Source: an optimization exercise on an open RTL-to-GDS flow (aim: small area). Production flows keep margins and buffers that such runs may drop. Function was checked by simulation only, so behaviour that the tests miss may differ from the original.

==> v12: inputs <==
## complex_multiplier
module complex_multiplier #(parameter INPUT_DATA_WIDTH = 16)
    (
        input  wire                                    i_clk,
        input  wire                                    i_rst,
        input  wire signed [INPUT_DATA_WIDTH-1:0]      i_real_h,
        input  wire signed [INPUT_DATA_WIDTH-1:0]      i_imag_h,
        input  wire signed [INPUT_DATA_WIDTH-1:0]      i_real_y,
        input  wire signed [INPUT_DATA_WIDTH-1:0]      i_imag_y,
        output wire signed [INPUT_DATA_WIDTH*2:0]      o_real,
        output reg  signed [INPUT_DATA_WIDTH*2:0]      o_imag
    );
export LEC_CHECK = 0
export ABC_AREA = 1
export CAP_MARGIN = 20
export CORE_MARGIN = 2
export CORE_UTILIZATION = 40
export CTS_BUF_LIST = sky130_fd_sc_hd__clkbuf_8
export GPL_TIMING_DRIVEN = 0
export SLEW_MARGIN = 20
export SYNTH_HIERARCHICAL = 1
export SYNTH_MINIMUM_KEEP_SIZE = 0
export BUFFER_PORTS_ARGS = -buffer_cell sky130_fd_sc_hd__buf_1
export CTS_ARGS = -sink_clustering_enable -repair_clock_nets -buf_list sky130_fd_sc_hd__clkbuf_8 -dont_use_dummy_load
create_clock -name core_clock -period 10.0 [get_ports {i_clk}]
standard.sh (not shown) runs the stock make flow with config.mk's settings and CLKGATE_MAP_FILE= SYNTH_SCRIPT=/design/flow/synth_recipe.tcl, a recipe that flattens the netlist after the stock synthesis.
==> flow/flow/run.sh <==
#!/bin/bash
# Layout flow: the standard flow (standard.sh), except that
#  - the port buffers use the smallest buffer cell, sky130_fd_sc_hd__buf_1;
#  - clock tree synthesis uses clkbuf_8 buffers and inserts no dummy loads.
set -euo pipefail
echo 'export BUFFER_PORTS_ARGS = -buffer_cell sky130_fd_sc_hd__buf_1' >> config.mk
echo 'export CTS_ARGS = -sink_clustering_enable -repair_clock_nets -buf_list sky130_fd_sc_hd__clkbuf_8 -dont_use_dummy_load' >> config.mk
bash standard.sh > standard.log 2>&1
==> v26: changes against v12 <==
- GPL_TIMING_DRIVEN: 0 -> unset
==> summary of the runs <==
- In v12 the critical path depth is lower than in v26, by 2.
- Flip-flop and latch count is the same in v26 and v12.
- Setup slack: v26 is higher than v12 (170 ps).
- Synthesized cell count is the same in v26 and v12.
- Between v26 and v12, the lower wire length is in v26 (gap about 11%, measured against v12).
- Against v26, the final cell count of v12 is larger by about 3%.
- In v12 the via count is higher than in v26, by about 2.6%.


==> job 9524: inputs <==
Another version of the RTL of complex_multiplier (not shown whole).
export LEC_CHECK = 0
export ABC_AREA = 1
export CAP_MARGIN = 20
export CORE_MARGIN = 2
export CORE_UTILIZATION = 40
export CTS_BUF_LIST = sky130_fd_sc_hd__clkbuf_8
export SLEW_MARGIN = 20
export SYNTH_HIERARCHICAL = 1
export SYNTH_MINIMUM_KEEP_SIZE = 0
export BUFFER_PORTS_ARGS = -buffer_cell sky130_fd_sc_hd__buf_1
create_clock -name core_clock -period 10.0 [get_ports {i_clk}]
==> flow/flow/run.sh <==
#!/bin/bash
# Layout flow: the standard flow (standard.sh), except that the port
# buffers use the smallest buffer cell, sky130_fd_sc_hd__buf_1.
set -euo pipefail
echo 'export BUFFER_PORTS_ARGS = -buffer_cell sky130_fd_sc_hd__buf_1' >> config.mk
bash standard.sh > standard.log 2>&1
==> inputs of job 6821, as changes to job 9524 <==
==> flow/flow/run.sh (replaced) <==
#!/bin/bash
# Layout flow: the standard flow (standard.sh), except that
#  - the port buffers use the smallest buffer cell, sky130_fd_sc_hd__buf_1;
#  - clock tree synthesis uses clkbuf_8 buffers and inserts no dummy loads.
set -euo pipefail
echo 'export BUFFER_PORTS_ARGS = -buffer_cell sky130_fd_sc_hd__buf_1' >> config.mk
echo 'export CTS_ARGS = -sink_clustering_enable -repair_clock_nets -buf_list sky130_fd_sc_hd__clkbuf_8 -dont_use_dummy_load -sink_clustering_size 25 -sink_clustering_max_diameter 80' >> config.mk
bash standard.sh > standard.log 2>&1
- CTS_ARGS: unset -> -sink_clustering_enable -repair_clock_nets -buf_list sky130_fd_sc_hd__clkbuf_8 -dont_use_dummy_load -sink_clustering_size 25 -sink_clustering_max_diameter 80
==> inputs of job 5189, as changes to job 9524 <==
- CAP_MARGIN: 20 -> 0
- SLEW_MARGIN: 20 -> 0
==> results.cfg <==
[run_status]
status = timing/DRC/antenna clean

[clock_tree]
clk_pin_slew_ns = 0.11
clock_latency_ns = 0.58

[drt]
wire_per_inst_um = 22.7
viasPerCell = 5.62
totalWireLength_mm = 70.3

[timing]
slew_headroom_pct = 29.2
period_needed_ns = 9.26
clock_skew_ns = 0.0197
worst_pin_slew_ns = 1.06

[global_route]
grt_pass1_wl_mm = 109

[cells_and_area]
instances_no_fill = 3096
utilization_pct = 42.8
syn_to_final_growth_pct = 6.14
clk_share_pct = 1.75
buffer_area_share_pct = 3.16
sh_seq_area_pct = 13.5

[critical_path]
crit_end = o_imag[29]
# the run above: job 5189

==> results.cfg <==
[cells_and_area]
sh_seq_area_pct = 13.5
syn_to_final_growth_pct = 6.14
clk_share_pct = 1.75
buffer_area_share_pct = 3.16

[clock_tree]
clk_pin_slew_ns = 0.11
clock_latency_ns = 0.58

[drt]
drt-met1-wl_mm = 28.5
wire_per_inst_um = 22.7

[critical_path]
crit_end = o_imag[29]

[timing]
clock_skew_ns = 0.0197
period_needed_ns = 9.26
worst_pin_slew_ns = 1.06
drv_slew = 0

[run_status]
status = timing/DRC/antenna clean
# the run above: job 9524

==> results.cfg <==
[clock_tree]
clock_latency_ns = 0.57
clk_pin_slew_ns = 0.09

[cells_and_area]
sh_seq_area_pct = 13.6
clk_share_pct = 0.960
buffer_area_share_pct = 3.19
syn_to_final_growth_pct = 5.28

[timing]
worst_pin_slew_ns = 1.07
slew_headroom_pct = 28.7
period_needed_ns = 9.26

[run_status]
status = timing/DRC/antenna clean

[drt]
totalWireLength_mm = 70.2
# the run above: job 6821

[port drivers added, routing unchanged]
The flow's constraints put no driver on any port. The routed layouts listed below were extracted and timed again, unchanged, in two steps. Step 1: set_driving_cell puts a clkbuf_16 on i_clk and a buf_2 on each other input, an assumption about the parent block. Step 2, shift: input delay + t, output delay - t, t = (earliest + latest rising clock arrival at the registers) / 2. This alone moves slack from input paths to output paths. Three values: ideal ports, drivers, drivers and shift; two values: the first two.
run | t (ns) | setup slack, ns | clock arrival spread, ns | worst data-port slew with drivers (ns)
v12 | 0.621 | 0.455 / 0.455 / 0.455 | 0.037 / 0.037 | 0.04
v26 | 0.619 | 0.622 / 0.622 / 0.622 | 0.054 / 0.054 | 0.04
job 9524 | 0.626 | 0.737 / 0.737 / 0.737 | 0.020 / 0.020 | 0.05
job 6821 | 0.605 | 0.735 / 0.735 / 0.735 | 0.047 / 0.047 | 0.05
job 5189 | 0.626 | 0.737 / 0.737 / 0.737 | 0.020 / 0.020 | 0.05
After both steps every run listed still meets setup and hold.
